What follows belongs to an exercise in optimizing a design on an open flow for small area, a short achievable clock period and few clock cycles per item; a production flow would make more cautious choices.
At most, simulation tests tie the RTL to the original design; equivalence was not proved.

// cordic_final
module cordic_final (
    input  wire        clk,
    input  wire        rst_n,
    input  wire        start,
    input  wire [31:0] x_in,
    input  wire        func_select,
    output wire        busy,
    output reg         done,
    output wire [32:0] result
);
Size: about 4300 cells after synthesis, ~770 flip-flops, ~71 I/O pins.
clock: 12.0 ns
lec_check: 0
cap_margin: 20
core_margin: 2
core_utilization: 40
cts_cluster_diameter: 80
cts_cluster_size: 28
slew_margin: 20
standard.sh (not shown) runs the stock make flow with config.mk's settings and CLKGATE_MAP_FILE= SYNTH_SCRIPT=/design/flow/synth_recipe.tcl, a recipe that flattens the netlist after the stock synthesis.
==> flow/flow/run.sh <==
#!/bin/bash
set -euo pipefail
bash standard.sh SETUP_SLACK_MARGIN=8.4 finish > standard_flow.log 2>&1
The starting point completed with no timing, DRC or antenna violations.
Testbench counts at the start, summed over its fixed seeds: cycles 2,168, items 2,048.
Edit:
==> flow/flow/run.sh (replaced) <==
#!/bin/bash
set -euo pipefail
bash standard.sh SETUP_SLACK_MARGIN=8.65 finish > standard_flow.log 2>&1
=> The changed run went through all stages and came out clean; via count hardly moves; clock-buffer cell count fell by 4; synthesized area stays the same; clock skew falls by 6.0 ps; flip-flop and latch count stays the same; cell count is about the same; core utilization fell by 0.12 points; maximum frequency is higher by 1.4%; non-clock buffer count falls by 7.
Edit:
- CTS_CLUSTER_SIZE: 28 -> 35
Die area stays the same; final cell count is about the same; setup slack got worse by 6.1 ps; core utilization is higher by 0.18 points; wire length hardly moves; clock skew is higher by 9.4 ps; worst hold slack barely changes; cell area is higher by about 0.4%; via count is about the same; register-to-register slack got worse by 30 ps.
Edit:
==> flow/flow/run.sh (replaced) <==
#!/bin/bash
set -euo pipefail
bash standard.sh SETUP_SLACK_MARGIN=8.5 finish > standard_flow.log 2>&1
- CTS_CLUSTER_SIZE: 35 -> 28
What happened: The new run ran to the end with no violations. Final cell count is about the same. Via count came out higher by 0.60%. Sequential cell count is unchanged. Global-route usage is about the same. Worst hold slack is better by 4.7 ps.

* * *

cordic_final, a different RTL version from the one above (not shown whole).
Settings: LEC_CHECK=0, CAP_MARGIN=20, CORE_MARGIN=2, CORE_UTILIZATION=40, SLEW_MARGIN=20; clock period 12.0 ns.
run.sh (not shown) runs the stock make flow with config.mk's settings and CLKGATE_MAP_FILE= SYNTH_SCRIPT=/design/flow/synth_recipe.tcl, a recipe that flattens the netlist after the stock synthesis.
Stock flow here: none of the scripts above is used.
Rerun with:
==> flow/flow/run.sh (new file) <==
#!/bin/bash
set -euo pipefail
bash standard.sh SETUP_SLACK_MARGIN=8 finish > standard_flow.log 2>&1
==> flow/standard.sh (new file) <==
#!/bin/bash
# synth_recipe.tcl (not shown) runs the flow's synth.tcl, then flattens the netlist and writes it again
# the make line also repeats each setting of config.mk as NAME=value (left out here)
make -C /OpenROAD-flow-scripts/flow DESIGN_CONFIG=/design/flow/config.mk WORK_HOME=/design/flow/orfs CLKGATE_MAP_FILE= SYNTH_SCRIPT=/design/flow/synth_recipe.tcl "${@:-finish}"
removed: flow/run.sh
Effect:
- The new run completed without violations
- wire length went up by 23%
- cell area went up by 28%
- synthesized area does not change
- fmax went up by 26%
- worst setup slack gains 1.6 ns
Rerun with:
==> flow/run.sh (new file) <==
#!/bin/bash
# synth_recipe.tcl (not shown) runs the flow's synth.tcl, then flattens the netlist and writes it again
# the make line also repeats each setting of config.mk as NAME=value (left out here)
make -C /OpenROAD-flow-scripts/flow DESIGN_CONFIG=/design/flow/config.mk WORK_HOME=/design/flow/orfs CLKGATE_MAP_FILE= SYNTH_SCRIPT=/design/flow/synth_recipe.tcl finish
Settings changed: SETUP_SLACK_MARGIN from default to 5.
removed: flow/flow/run.sh
removed: flow/standard.sh
What happened:
- design area drops by 21%
- via count drops by about 12%
- sequential cell count does not change
- area after synthesis is unchanged
No run of this note included a check of the RTL's function; only the layout flow was run.

* * *

cordic_final, a different RTL version from the one above (not shown whole).
Size in the first run: about 46000 sq um of cells after synthesis.
clock: 12.0 ns
lec_check: 0
cap_margin: 20
core_margin: 2
core_utilization: 40
cts_cluster_diameter: 80
cts_cluster_size: 28
slew_margin: 20
standard.sh (not shown) runs the stock make flow with config.mk's settings and CLKGATE_MAP_FILE= SYNTH_SCRIPT=/design/flow/synth_recipe.tcl, a recipe that flattens the netlist after the stock synthesis.
==> flow/flow/run.sh <==
#!/bin/bash
set -euo pipefail
bash standard.sh SETUP_SLACK_MARGIN=8.7 finish > standard_flow.log 2>&1
Testbench counts at the start, summed over its fixed seeds: cycles 2,176, items 2,048.
Change:
==> flow/flow/run.sh (replaced) <==
#!/bin/bash
set -euo pipefail
bash standard.sh SETUP_SLACK_MARGIN=8.5 finish > standard_flow.log 2>&1
After rerunning: Global-route usage is about the same; first-iteration DRC count increases by 7.1%; critical path depth does not change; setup slack gets better by 0.019 ns; routed wire length went down by 1.8%; via count fell by 1.1%; final area goes down by 1.0%.

* * *

## P
cordic_final, a different RTL version from the one above (not shown whole).
Size in the first run: about 4200 cells after synthesis, ~860 flip-flops, ~71 I/O pins, ~45000 µm² of cells after synthesis.
Settings: LEC_CHECK=0, CAP_MARGIN=20, CORE_MARGIN=2, CORE_UTILIZATION=40, SLEW_MARGIN=20; clock period 12.0 ns.
==> flow/flow/run.sh <==
#!/bin/bash
set -euo pipefail
bash standard.sh SETUP_SLACK_MARGIN=8.0 finish > standard_flow.log 2>&1
P finished every stage and its layout cleared the timing, DRC and antenna checks.
Testbench counts of P, summed over its fixed seeds: cycles 2,176, items 2,048.
Edits applied to the flow inputs when going from P to Q:
Settings: CTS_CLUSTER_SIZE: unset -> 28; CORE_UTILIZATION: 40 -> 55; CTS_CLUSTER_DIAMETER: unset -> 80.
==> flow/flow/run.sh <==
#!/bin/bash
set -euo pipefail
bash standard.sh SETUP_SLACK_MARGIN=8.2 finish > standard_flow.log 2>&1
Notes after the runs:
- Q: all stages complete, timing, DRC and antenna checks passed
- Taking P as the reference, in Q number of global-route vias before repair has decreased, number of fill cells in the layout down about 32%, fraction of standard cell area in multi-input logic rose 2.5 points.
- Re minimum clock period: Q is 180 ps down on P.
- In the metrics for P and Q, the one carrying the lower global routing usage on met2 is P.
- When the final numbers for P and Q were put side by side, the critical path depth turned out to be greater in Q.
- On Q: worst hold margin is 14 ps higher than what P gave.
- P vs Q, standard cell with the maximum stage delay on the critical path: clkdlybuf4s50_1 vs dfxtp_4
- Final cell utilization of the core (higher): Q
> inputs changed (Q -> R)
Settings: changing CORE_UTILIZATION from 55 to 40.
## What came out
Q has lower post-route minimum period than R.
No stage failed in R, and the final checks on the layout all came back clean.
Diff Q -> R: final area now sits higher; final worst-path cycle share was more or less identical.

* * *

Setup of 05-25:
Another version of the RTL of cordic_final (not shown whole).
For scale: about 4,200 cells after synthesis, about 860 flip-flops, ~71 I/O pins, roughly 45,000 sq um of cells after synthesis.
==> flow/design.v (excerpt) <==
module cordic_final (
    input  wire        clk,
    input  wire        rst_n,
    input  wire        start,
    input  wire [31:0] x_in,
    input  wire        func_select,
    output wire        busy,
    output reg         done,
    output wire [32:0] result
);
    assign busy = 1'b0;
    reg [15:0] z0r;
    always @(posedge clk) z0r <= func_select ? x_in[15:0] : {x_in[15], x_in[15:1]};
    reg [0:0] fsr;
    always @(posedge clk) fsr <= func_select;
    wire zs = z0r[15];
    wire [14:0] zv = z0r[14:0] ^ {15{zs}};
    wire [15:1] tq;
    assign tq[1] = (zv >= 15'd1731);
    assign tq[2] = (zv >= 15'd2756);
    assign tq[3] = (zv >= 15'd3781);
    assign tq[4] = (zv >= 15'd4815);
    assign tq[5] = (zv >= 15'd5849);
    assign tq[6] = (zv >= 15'd6874);
    assign tq[7] = (zv >= 15'd7899);
    assign tq[8] = (zv >= 15'd9000);
    assign tq[9] = (zv >= 15'd10101);
    assign tq[10] = (zv >= 15'd11126);
    assign tq[11] = (zv >= 15'd12151);
    assign tq[12] = (zv >= 15'd13185);
    assign tq[13] = (zv >= 15'd14219);
    assign tq[14] = (zv >= 15'd15244);
    assign tq[15] = (zv >= 15'd16269);
    wire [3:0] cnt;
    assign cnt[3] = tq[8];
    assign cnt[2] = (tq[4] & ~tq[8]) | tq[12];
    assign cnt[1] = (tq[2] & ~tq[4]) | (tq[6] & ~tq[8]) | (tq[10] & ~tq[12]) | tq[14];
    assign cnt[0] = (tq[1] & ~tq[2]) | (tq[3] & ~tq[4]) | (tq[5] & ~tq[6]) | (tq[7] & ~tq[8]) | (tq[9] & ~tq[10]) | (tq[11] & ~tq[12]) | (tq[13] & ~tq[14]) | tq[15];
    reg [3:0] cq;
    always @(posedge clk) cq <= cnt;
    reg [0:0] sq;
    always @(posedge clk) sq <= zs;
    reg [14:0] vq;
    always @(posedge clk) vq <= zv;
    wire [16:0] t5 = (cq[3] ? (cq[2] ? (cq[1] ? (cq[0] ? 17'd114802 : 17'd116852) : (cq[0] ? 17'd116852 : 17'd118902)) : (cq[1] ? (cq[0] ? 17'd118920 : 17'd120970) : (cq[0] ? 17'd120970 : 17'd123020))) : (cq[2] ? (cq[1] ? (cq[0] ? 17'd123172 : 17'd125222) : (cq[0] ? 17'd125222 : 17'd127272)) : (cq[1] ? (cq[0] ? 17'd127290 : 17'd129340) : (cq[0] ? 17'd129340 : 17'd318))));
    wire [16:0] W = {2'b00, vq} + t5;
    wire wneg = W[16];
    wire wbig = ~W[16] & (|W[15:11]);
    wire [2:0] dl = (W[2] ? (W[1] ? 3'd6 : 3'd5) : (W[1] ? 3'd2 : 3'd1));
    wire [10:0] dr = (wneg ? 11'd0 : wbig ? 11'h7ff : {W[10:3], dl}) ^ {11{sq}};   
    wire [4:0] d04 = {~sq, cq ^ {4{sq}}};
  ...
clock: 12.0 ns
lec_check: 0
cap_margin: 20
core_margin: 2
core_utilization: 40
cts_cluster_diameter: 80
cts_cluster_size: 28
slew_margin: 20
==> flow/flow/run.sh <==
#!/bin/bash
set -euo pipefail
bash standard.sh SETUP_SLACK_MARGIN=8.2 finish > standard_flow.log 2>&1
[inputs] 12-16 vs 05-25
==> flow/flow/run.sh <==
#!/bin/bash
set -euo pipefail
bash standard.sh SETUP_SLACK_MARGIN=8.5 finish > standard_flow.log 2>&1
==> run summary <==
Maximum frequency on 12-16 is ahead of 05-25.
In the metrics for 12-16 and 05-25, the one carrying the higher met3 routed wirelength is 12-16.
05-25 → 12-16: number of signal-net buffers in the layout went up; core occupancy in the finished layout went up.
Via count delta (12-16 -> 05-25): insignificant
Relative to 05-25, total wire length has increased by 0.51% in 12-16.
12-16 has CTS buffer count below what 05-25 had.
No run of this note included a check of the RTL's function; only the layout flow was run.

==> re-timing with driven ports <==
The flow's constraints put no driver on any port. The routed layouts listed below were extracted and timed again, unchanged, in two steps. Step 1, drivers: a clkbuf_16 drives clk and a buf_2 each remaining input, both assumed. Step 2 also shifts input and output timing later by t, the mid clock arrival at the registers, as if the neighbouring blocks saw the same clock. Three values: ideal, step 1, step 2; two values: the first two.
| run | t (ns) | setup WS [ns] | worst setup path at the end | pins driven straight from the clock port |
|---|---|---|---|---|
| the first run of note 1 | 0.661 | 8.428 / 8.369 / 8.054 | input to register | 1 |
| the second run of note 1 | 0.678 | 8.479 / 8.411 / 8.099 | input to register | 1 |
| the third run of note 1 | 0.683 | 8.473 / 8.404 / 8.098 | input to register | 1 |
| the fourth run of note 1 | 0.671 | 8.487 / 8.423 / 8.058 | input to register | 1 |
| the first run of note 2 | 0.668 | 4.226 / 4.226 / 4.226 | register to register | 1 |
| the second run of note 2 | 0.683 | 5.836 / 5.836 / 5.836 | register to register | 1 |
| the third run of note 2 | 0.668 | 5.406 / 5.406 / 5.406 | register to register | 1 |
| the first run of note 3 | 0.720 | 8.436 / 8.367 / 8.149 | input to register | 1 |
| the second run of note 3 | 0.703 | 8.455 / 8.391 / 8.060 | input to register | 1 |
| P | 0.713 | 8.084 / 8.021 / 8.155 | input to register | 1 |
| Q | 0.673 | 8.269 / 8.205 / 8.084 | input to register | 1 |
| R | 0.672 | 8.265 / 8.204 / 8.171 | input to register | 1 |
| 05-25 | 0.690 | 8.272 / 8.208 / 8.186 | input to register | 1 |
| 12-16 | 0.689 | 8.368 / 8.300 / 8.212 | input to register | 1 |
After both steps setup and hold are still met in every run listed. For the fourth run of note 1, which loses most, drivers alone change the setup slack by -0.064 ns; drivers and shift together by -0.429 ns.
